This design comes from an exercise in tuning for small area and a short achievable clock period on the open sky130 flow, not from production work. Function was not checked in any run shown here: the RTL went through the layout flow alone. Power and IR drop assume default switching activity.

--- config.mk ---
export PLATFORM = sky130hd
export DESIGN_NAME = cpu
export DESIGN_NICKNAME = cpu
export VERILOG_FILES = /design/flow/design.v
export SDC_FILE = /design/flow/constraint.sdc
export NUM_CORES = 4
export LEC_CHECK = 0
export CAP_MARGIN = 20
export CORE_MARGIN = 2
export CORE_UTILIZATION = 40
export PLACE_DENSITY = 0.6
export SLEW_MARGIN = 20
--- constraint.sdc ---
create_clock -name core_clock -period 22.0 [get_ports {clk}]
set_input_delay 4.4000 -clock core_clock [delete_from_list [all_inputs] [get_ports {clk}]]
set_output_delay 4.4000 -clock core_clock [all_outputs]
set_load 0.01 [all_outputs]
--- design.v ---
module cpu( clk, rst_n, hlt, pc, imem_data, dmem_addr, dmem_wdata, dmem_we, dmem_rdata);
    input clk, rst_n;
    output hlt;
    output [15:0] pc;
    input [15:0] imem_data;
    output [15:0] dmem_addr, dmem_wdata;
    output dmem_we;
    input [15:0] dmem_rdata;
    wire [15:0] inst = imem_data;
    wire [3:0] op = inst[15:12];
    wire rst = ~rst_n;
    wire op_add  = (op == 4'h0);
    wire op_sub  = (op == 4'h1);
    wire op_xor  = (op == 4'h2);
    wire op_red  = (op == 4'h3);
    wire op_sll  = (op == 4'h4);
    wire op_sra  = (op == 4'h5);
    wire op_ror  = (op == 4'h6);
    wire op_padd = (op == 4'h7);
    wire op_lw   = (op == 4'h8);
    wire op_sw   = (op == 4'h9);
    wire op_llb  = (op == 4'hA);
    wire op_lhb  = (op == 4'hB);
    wire op_b    = (op == 4'hC);
    wire op_br   = (op == 4'hD);
    wire op_pcs  = (op == 4'hE);
    wire op_hlt  = (op == 4'hF);
    wire op_mem  = op_lw | op_sw;
    wire op_sh   = op_sll | op_sra | op_ror;
    reg [15:0] pc_r;
    reg [2:0] flags_r;    
    reg [255:0] rf;
    wire [3:0] rr1 = (op_llb | op_lhb) ? inst[11:8] : inst[7:4];
    wire [3:0] rr2 = op_sw ? inst[11:8] : inst[3:0];
    reg [15:0] rs, rtr;
    integer i;
    always @(*) begin
        rs = 16'h0000;
        rtr = 16'h0000;
        for (i = 0; i < 16; i = i + 1) begin
            rs  = rs  | (rf[16*i +: 16] & {16{rr1 == i}});
            rtr = rtr | (rf[16*i +: 16] & {16{rr2 == i}});
        end
    end
    wire [15:0] imm_mem = {{11{inst[3]}}, inst[3:0], 1'b0};
    wire [15:0] rt = op_sh ? {12'h000, inst[3:0]} : op_mem ? imm_mem : rtr;
    wire sub = op_sub;
    wire [15:0] A = op_mem ? {rs[15:1], 1'b0} : rs;
    wire [15:0] B = sub ? ~rt : rt;
    wire k4  = ~op_padd;
    wire k8  = ~(op_padd | op_red);
    wire k12 = ~op_padd;
    wire [18:0] xa = {A[15:12], k12, A[11:8], k8, A[7:4], k4, A[3:0]};
    wire [18:0] xb = {B[15:12], 1'b0, B[11:8], 1'b0, B[7:4], 1'b0, B[3:0]};
    wire [19:0] xs = xa + xb + {18'b0, sub};
    wire [15:0] S = {xs[18:15], xs[13:10], xs[8:5], xs[3:0]};
    wire ovf = (A[15] == B[15]) & (S[15] != A[15]);
    wire [15:0] addsat = ovf ? (A[15] ? 16'h0100 : 16'h7FFF) : S;
    wire ov0 = (A[3] == B[3]) & (S[3] != A[3]);
    wire ov1 = (A[7] == B[7]) & (S[7] != A[7]);
    wire [15:0] padd;
    assign padd[3:0]   = (ov0 & ~(A[3]  ^ B[3]))  ? (A[3]  ? 4'h1 : 4'h7) : S[3:0];
    assign padd[7:4]   = (ov1 & ~(A[7]  ^ B[7]))  ? (A[7]  ? 4'h1 : 4'h7) : S[7:4];
    assign padd[11:8]  = (ov0 & ~(A[11] ^ B[11])) ? (A[11] ? 4'h1 : 4'h7) : S[11:8];
    assign padd[15:12] = (ov0 & ~(A[15] ^ B[15])) ? (A[15] ? 4'h1 : 4'h7) : S[15:12];
    wire c1 = xs[9];
    wire c2 = xs[19];
    wire [12:0] redsum = {1'b0, {4{c1}}, S[7:0]} + {1'b0, {4{c2}}, S[15:8]};
    wire [15:0] red = {{4{redsum[12]}}, redsum[11:0]};
    wire [3:0] n = inst[3:0];
    wire [3:0] rot = op_sll ? (4'd0 - n) : n;
    wire [31:0] rr = {rs, rs} >> rot;
    reg [15:0] sh;
    integer j;
    always @(*) begin
        for (j = 0; j < 16; j = j + 1) begin
            if (op_sll && (j < n))
                sh[j] = 1'b0;
            else if (op_sra && (j > 15 - n))
                sh[j] = rs[15];
            else
                sh[j] = rr[j];
        end
    end
    reg [15:0] rd;
    always @(*) begin
        case (op)
            4'h0, 4'h1: rd = addsat;
            4'h2: rd = rs ^ rtr;
            4'h3: rd = red;
            4'h4, 4'h5, 4'h6: rd = sh;
            4'h7: rd = padd;
            4'h8, 4'h9: rd = S;
            default: rd = rs;
        endcase
    end
    reg [2:0] flags;
    always @(*) begin
        if (op_add | op_sub)
            flags = {~ovf & S[15], ovf, ~ovf & (S == 16'h0000)};
        else if (op_xor | op_sh)
            flags = {flags_r[2:1], flags_r[0] | (rd == 16'h0000)};
        else
            flags = flags_r;
    end
    wire [15:0] pc_next = {pc_r[15:1] + 15'd1, pc_r[0]};
    wire [15:0] pc_br = {pc_r[15:1] + {{6{inst[8]}}, inst[8:0]} + 15'd1, pc_r[0]};
    wire fN = flags_r[2], fV = flags_r[1], fZ = flags_r[0];
    reg cond;
    always @(*) begin
        case (inst[11:9])
            3'b000: cond = ~fZ;
            3'b001: cond = fZ;
            3'b010: cond = ~fZ & ~fN;
            3'b011: cond = fN;
            3'b100: cond = fZ | ~fN;
            3'b101: cond = fN | fZ;
            3'b110: cond = fV;
            default: cond = 1'b1;
        endcase
    end
    wire [15:0] pc_new = (op_b & cond) ? pc_br :
                         (op_br & cond) ? rs :
                         op_hlt ? pc_r : pc_next;
    wire rf_we = ~(op_sw | op_b | op_br | op_hlt);
    wire [15:0] wdata = op_lw ? dmem_rdata :
                        op_llb ? {rs[15:8], inst[7:0]} :
                        op_lhb ? {inst[7:0], rs[7:0]} :
                        op_pcs ? pc_next : rd;
    integer k;
    always @(posedge clk) begin
        pc_r <= rst ? 16'h0000 : pc_new;
        flags_r <= rst ? 3'b000 : flags;
        for (k = 0; k < 16; k = k + 1)
            if (rst)
                rf[16*k +: 16] <= 16'h0000;
            else if (rf_we && inst[11:8] == k)
                rf[16*k +: 16] <= wdata;
    end
    assign pc = pc_r;
    assign hlt = op_hlt;
    assign dmem_addr = rd;
    assign dmem_wdata = rtr;
    assign dmem_we = op_sw & rst_n;
endmodule
--- run.sh ---
#!/bin/bash
# synth_recipe.tcl (not shown) runs the flow's synth.tcl, then flattens the netlist and writes it again
# the make line also repeats each setting of config.mk as NAME=value (left out here)
make -C /OpenROAD-flow-scripts/flow DESIGN_CONFIG=/design/flow/config.mk WORK_HOME=/design/flow/orfs CLKGATE_MAP_FILE= SYNTH_SCRIPT=/design/flow/synth_recipe.tcl finish
==> results.cfg, run 1 <==
[sta]
setup_tns_ns = 0
worst_pin_slew_ns = 1.349
setup_viol = 0
rsz0062_at_grt = no
skew_ns = 0.03584
fmax_mhz = 53.96
finalHoldViolCount = 0
maxSlewHeadroom_pct = 10.07
fin_ws_ns = 3.469
post-route-min-period_ns = 18.53
maxSlewViolCount = 0
timing.final.crit_share_pct = 84.23

[logic_synthesis]
synth.net_count = 3037
avgSynthCellArea_um2 = 7.659
synth_seq_cells = 275
synth_area_um2 = 22650
synth_top_area_share_pct = 24.31
synth_area_leader_cell = dfxtp_1
synth_cells = 2957
yosys_warnings = 1
synthArstFlopShare_pct = 0
ys_seq_area_share_pct = 24.31
ys.flop_type = dfxtp_1
synth_cell_types = 113
synth_edf_count = 0
synth_area_leaders = dfxtp_1 (24%), o21ai_0 (5.7%), mux2i_1 (5.0%)

[clock_network]
cts_tree = done
cts_buffers = 34
ctsLongestPathBuffers = 3
htreeDepth = 2
clock_latency_ns = 0.57
clkSinkCount = 275
clkTransAtPathRegs_ns = 0.07
clk_root_buffer_cell = clkbuf_16
hold_buffers = 0
cts_resized = 0
cts_setup_buffers = 0

[detailed_routing]
drtIter0Drc = 4493
first_pass_iters = 9
vias_per_cell = 7.250
drt_wl_total_mm = 137.7
drtAntennaViolNets = 0
drc_errors = 0
post_drt_wl_per_cell_um = 37.22
vias = 26830

[placed_design]
pre_cts_ws_ns = 4.044
dp_hpwl_mm = 99.82
port_buffers = 83
place_area_um2 = 24070
place_congestion = 1.123
dpl.cell_count = 3640

[layout]
final_nets = 3000
final_cell_mix = dfxtp_1 (275), o21ai_0 (259), nand2_1 (211)
drive_above_1_share_pct = 10.78
design_area_um2 = 25250
final_common_cell = dfxtp_1
syn2layout_area_growth_pct = 11.49
fin_cells = 3700
nFillCells = 5652

[grt]
grt_pass1_vias = 24580
grt_usage_pct = 45.00
grt_max_degree = 108
antenna_found_initial = 9
grt.overflow.total = 0
grt_first_pass_wirelength_mm = 190.0

[setup_path]
worstPathArrival_ns = 14.13
crit_type = input pin to output port
cp_max_fo = 58
start_kind = input pin
cp-end-kind = output port
required_ns = 17.60

[power_and_ir_drop]
leakage_uw = 0.009592
p_total_uw = 1555
ir_worst_vdd_v = 0.00007481
power_density_nw_per_um2 = 61.58

[floorplan]
core-area_um2 = 56170
start_util_pct = 40.32
fp.dieH_um = 241.9
io_pins = 84
dieArea_um2 = 58540
die_w_um = 241.9
rows = 87

[run_status]
status = complete, no violations

[job]
drv_cap = 0

[hold_path]
holdCritPathClass = flop to flop
==> power by group <==
part | internal (µW) | leakage (µW) | switching, µW | total [µW]
combinational | 124 | 0.00681 | 298 | 423
sequential | 512 | 0.00223 | 19.4 | 531
clock | 354 | 0.000560 | 246 | 601
total | 991 | 0.00959 | 564 | 1550
==> worst max-delay path, stage by stage <==
cell             delay [ns]
clkdlybuf4s50_1        0.46
buf_4                  0.36
and3b_4                0.92
buf_4                  0.46
mux2i_1                0.89
o21ai_0                0.33
nor4_4                 0.53
inv_1                  0.26
ha_1                   0.41
and3_1                 0.20
nand4_1                0.16
nor4_1                 0.57
o21ai_0                0.35
a21oi_1                0.36
a31oi_1                0.16
ha_1                   0.36
o21ai_0                0.10
o21ai_0                0.13
a21oi_1                0.26
o21ai_0                0.13
a21oi_1                0.25
nor2b_1                0.11
o31ai_1                0.48
a22o_1                 0.23
a31oi_1                0.05
a32oi_1                0.49
clkdlybuf4s50_1        0.65
==> Yosys cell counts, drive strengths merged, types with 34 or more instances <==
master	number
nand3b	36
xnor2	43
nor3	59
ha	43
a211oi	62
mux2	41
nor2	221
nand2b	52
mux2i	115
and3	69
a221oi	34
o21ai	275
inv	70
a21oi	202
clkbuf	146
nand2	212
a22oi	102
buf	114
dfxtp	275
nand3	181
==> cell families (layout without fill, tap and decap cells) <==
group	Yosys count	in the layout	synth area share [%]
AOI/OAI and AO/OA	1030	1030	31.07
xor gates and xnor gates	70	70	2.707
adders and majority gates	46	46	2.641
buffers and inverters	332	316	6.586
DFF	275	275	24.31
muxes	163	163	7.978
other	0	3	0
and+or+nand+nor	1041	1041	24.71
==> routing by layer <==
layer	GRT usage (%)	wire [µm]
met3	12.56	15990
met5	0	51
met2	68.42	58340
met4	35.69	13510
met1	53.38	49820
==> path summary, 6_finish.rpt <==
| check | start | endpoint | slack (ns) | cells after the start |
|---|---|---|---|---|
| setup / recovery | imem_data[13] | dmem_addr[9] | 3.47 | 27 |
| hold / removal | rf[68] | rf[68] | 0.49 | 2 |
| setup reg to reg | rf[86] | rf[61] | 13.87 | 29 |
| hold reg to reg | rf[68] | rf[68] | 0.49 | 2 |
==> metrics by stage <==
stage          util, %  hold WS, ns
2_1_floorplan        -       0.4370
3_3_place_gp     42.82       0.4764
3_5_place_dp     42.85       0.4791
4_1_cts          44.93       0.4922
5_1_grt          44.94       0.5209
6_report         44.95       0.4945
==> flip-flops by register name, summed over array words and instances (netlist names) <==
name,count
rf,256
pc_r,16
flags_r,3
==> cell type report <==
class                           count  area (µm²)  area share [%]
Timing Repair Buffer              187        1568           6.209
Antenna cell                        3       7.507         0.02973
Clock inverter                     13       215.2          0.8523
Sequential cell                   275        5505           21.80
Tap cell                          756       945.9           3.746
Multi-Input combinational cell   2350       15790           62.53
Inverter                           72       270.3           1.070
Clock buffer                       44       949.7           3.761
==> run 2: changes to the inputs <==
--- a/design.v
+++ b/design.v
@@ -132,10 +132,8 @@
         pc_r <= rst ? 16'h0000 : pc_new;
         flags_r <= rst ? 3'b000 : flags;
         for (k = 0; k < 16; k = k + 1)
-            if (rst)
-                rf[16*k +: 16] <= 16'h0000;
-            else if (rf_we && inst[11:8] == k)
-                rf[16*k +: 16] <= wdata;
+            if (rst | (rf_we && inst[11:8] == k))
+                rf[16*k +: 16] <= wdata & {16{rst_n}};
     end
     assign pc = pc_r;
     assign hlt = op_hlt;
--- a/config.mk
+++ b/config.mk
@@ -5,6 +5,7 @@
 export SDC_FILE = /design/flow/constraint.sdc
 export NUM_CORES = 4
 export LEC_CHECK = 0
+export ABC_AREA = 1
 export CAP_MARGIN = 20
 export CORE_MARGIN = 2
 export CORE_UTILIZATION = 40
==> run 2 against run 1 <==
Compared with the run above:
- via count is 27% lower
- largest cell class unchanged
- critical endpoint is now dmem_addr[14]
- worst hold slack better by 0.024 ns
- cell count down 13%
- critical path type unchanged
- clock power decreased by 4.3%
==> results.cfg, run 2 <==
[grt]
antenna_found_initial = 0
grt_first_pass_wirelength_mm = 129.7
grt_usage_pct = 36.02
grt.overflow.total = 0
grt_max_degree = 57
grt_pass1_vias = 18690

[placed_design]
dp_hpwl_mm = 65.36
pre_cts_ws_ns = 4.288
port_buffers = 83
dpl.cell_count = 3175
place_congestion = 1.003

[sta]
maxSlewViolCount = 0
skew_ns = 0.03245
fmax_mhz = 55.38
post-route-min-period_ns = 18.06
rsz0062_at_grt = no
setup_tns_ns = 0
fin_ws_ns = 3.943
finalHoldViolCount = 0
setup_viol = 0
timing.final.crit_share_pct = 82.08
worst_pin_slew_ns = 1.121
maxSlewHeadroom_pct = 25.17

[floorplan]
start_util_pct = 40.28
io_pins = 84
dieArea_um2 = 49640
core-area_um2 = 47550
rows = 80
fp.dieH_um = 222.8
die_w_um = 222.8

[power_and_ir_drop]
leakage_uw = 0.009383
ir_worst_vdd_v = 0.00006526
power_density_nw_per_um2 = 99.80

[setup_path]
cp-end-kind = output port
crit_type = input pin to output port
cpPeakStageDelay_ns = 0.89
crit_top_cell = nand2_1
rr_startpoint = rf[54]
cp_max_fo = 12
worstPathArrival_ns = 13.66
r2r_setup_slack_ns = 14.63
required_ns = 17.60
startpoint = imem_data[15]
slowest_stage = clkdlybuf4s50_1
start_kind = input pin

[clock_network]
hold_buffers = 0
clock_latency_ns = 0.59
clkTransAtPathRegs_ns = 0.06
cts_setup_buffers = 0
ctsLongestPathBuffers = 3
cts_tree = done
htreeDepth = 1
cts_buffers = 31
cts_resized = 0
clkSinkCount = 275
clk_root_buffer_cell = clkbuf_16

[layout]
num_antenna_cells = 0
top_register = rf
final_nets = 2673
nFillCells = 4819
final_cell_mix = nand2_1 (606), nand3_1 (368), inv_1 (268)
fin_cells = 3232
syn2layout_area_growth_pct = 14.00
top_regs = rf: 256 flops, pc_r: 16 flops, flags_r: 3 flops
final_common_cell = nand2_1
drive_above_1_share_pct = 7.604
largest_reg_flops = 256

[logic_synthesis]
synth_most_common_cell = nand2_1
synth_area_leader_cell = edfxtp_1
yosys_warnings = 1
ys_seq_area_share_pct = 42.13
synthArstFlopShare_pct = 0
synth.net_count = 2610
synth_edf_count = 256
synth_area_um2 = 19150
synth_cell_types = 52
synth_area_leaders = edfxtp_1 (40%), nand2_1 (12%), nand3_1 (9.6%)
synth_top_area_share_pct = 40.14
synth_cells = 2530
synth_seq_cells = 275
synthTopCellsByCount = nand2_1 (606), nand3_1 (369), inv_1 (268), edfxtp_1 (256), nor2_1 (216)
avgSynthCellArea_um2 = 7.570
ys.flop_type = edfxtp_1

[job]
drv_cap = 0

[detailed_routing]
first_pass_iters = 6
post_drt_wl_per_cell_um = 28.01
drc_errors = 0
drtIter0Drc = 2531
drtAntennaViolNets = 0
vias = 19600
drt_wl_total_mm = 90.54
vias_per_cell = 6.063

[hold_path]
holdCritPathClass = flop to flop
worstHoldStart = flags_r[2]

[run_status]
status = complete, no violations
run 2: final cells by class:
cell class | instances | area (µm²) | share of cell area (%)
Inverter | 290 | 1091 | 4.997
Multi-Input combinational cell | 1874 | 9669 | 44.29
Tap cell | 615 | 769.5 | 3.525
Timing Repair Buffer | 121 | 1111 | 5.089
Clock inverter | 25 | 344.1 | 1.576
Clock buffer | 32 | 779.5 | 3.570
Sequential cell | 275 | 8068 | 36.95
run 2: path summary, 6_finish.rpt:
kind | to | cells after the start
worst max-delay path | dmem_addr[14] | 47
worst min-delay path | flags_r[2] | 2
worst max register to register | rf[62] | 40
worst min register to register | flags_r[2] | 2
run 2: cell families (layout without fill, tap and decap cells):
logic type | after synthesis | count (layout) | synth area share [%]
adder cells (fa/ha/maj) | 46 | 46 | 3.123
flip-flops | 275 | 275 | 42.13
XOR/XNOR | 39 | 39 | 1.784
buffers and inverters | 381 | 468 | 8.435
AND/OR/NAND/NOR | 1325 | 1325 | 30.75
AO/OA/AOI/OAI | 464 | 464 | 13.79
run 2: metal layers:
layer | up-vias | track usage [%] | wire, µm
met3 | 287 | 6.744 | 8218
met4 | 0 | 22.84 | 6573
met2 | 1207 | 58.55 | 41490
li1 | 8796 | - | -
met1 | 9305 | 44.11 | 34260
met5 | - | 0 | 0
run 2: through the flow:
step           power (µW)  cell area (µm²)  hold slack [ns]  util, %
4_1_cts              2160            21820           0.5154    45.90
2_1_floorplan        1209            19150           0.4570        -
6_report             2179            21830           0.5184    45.92
5_1_grt              2276            21830           0.5467    45.92
3_3_place_gp         1597            20680           0.4900    43.50
3_5_place_dp         1589            20700           0.4963    43.54
run 2: report_power, final:
group / internal [µW] / switching (µW)
clock network: 352 / 223
logic: 246 / 641
registers: 674 / 43.3
total: 1270 / 907
run 2: worst max-delay path, delay by kind of cell:
kind / cells / cell delay, ns
and+or+nand+nor: 23 / 3.41
buffers and inverters: 11 / 2.81
AOI/OAI and AO/OA: 9 / 1.78
adders and majority gates: 2 / 0.66
xor gates and xnor gates: 2 / 0.56

[separate check: timing with driven ports]
In the flow no input, the clock included, has a driving cell. The finished layouts below were timed again as built, in two steps.
Step 1: set_driving_cell puts a clkbuf_16 on clk and a buf_2 on each other input, an assumption about the parent block.
Step 2, shift: input delay + t, output delay - t, t = (earliest + latest rising clock arrival at the registers) / 2. This alone moves slack from input paths to output paths.
Slacks: ideal / step 1 / step 2; pairs: ideal / step 1.
| run | shift t [ns] | setup WS [ns] | worst setup path at the end |
|---|---|---|---|
| run 1 | 0.614 | 3.469 / 3.437 / 3.437 | input to output |
| run 2 | 0.624 | 3.943 / 3.856 / 3.856 | input to output |
After both steps setup and hold are still met in every run listed. For run 2, which loses most, drivers alone change the setup slack by -0.087 ns; drivers and shift together by -0.087 ns.
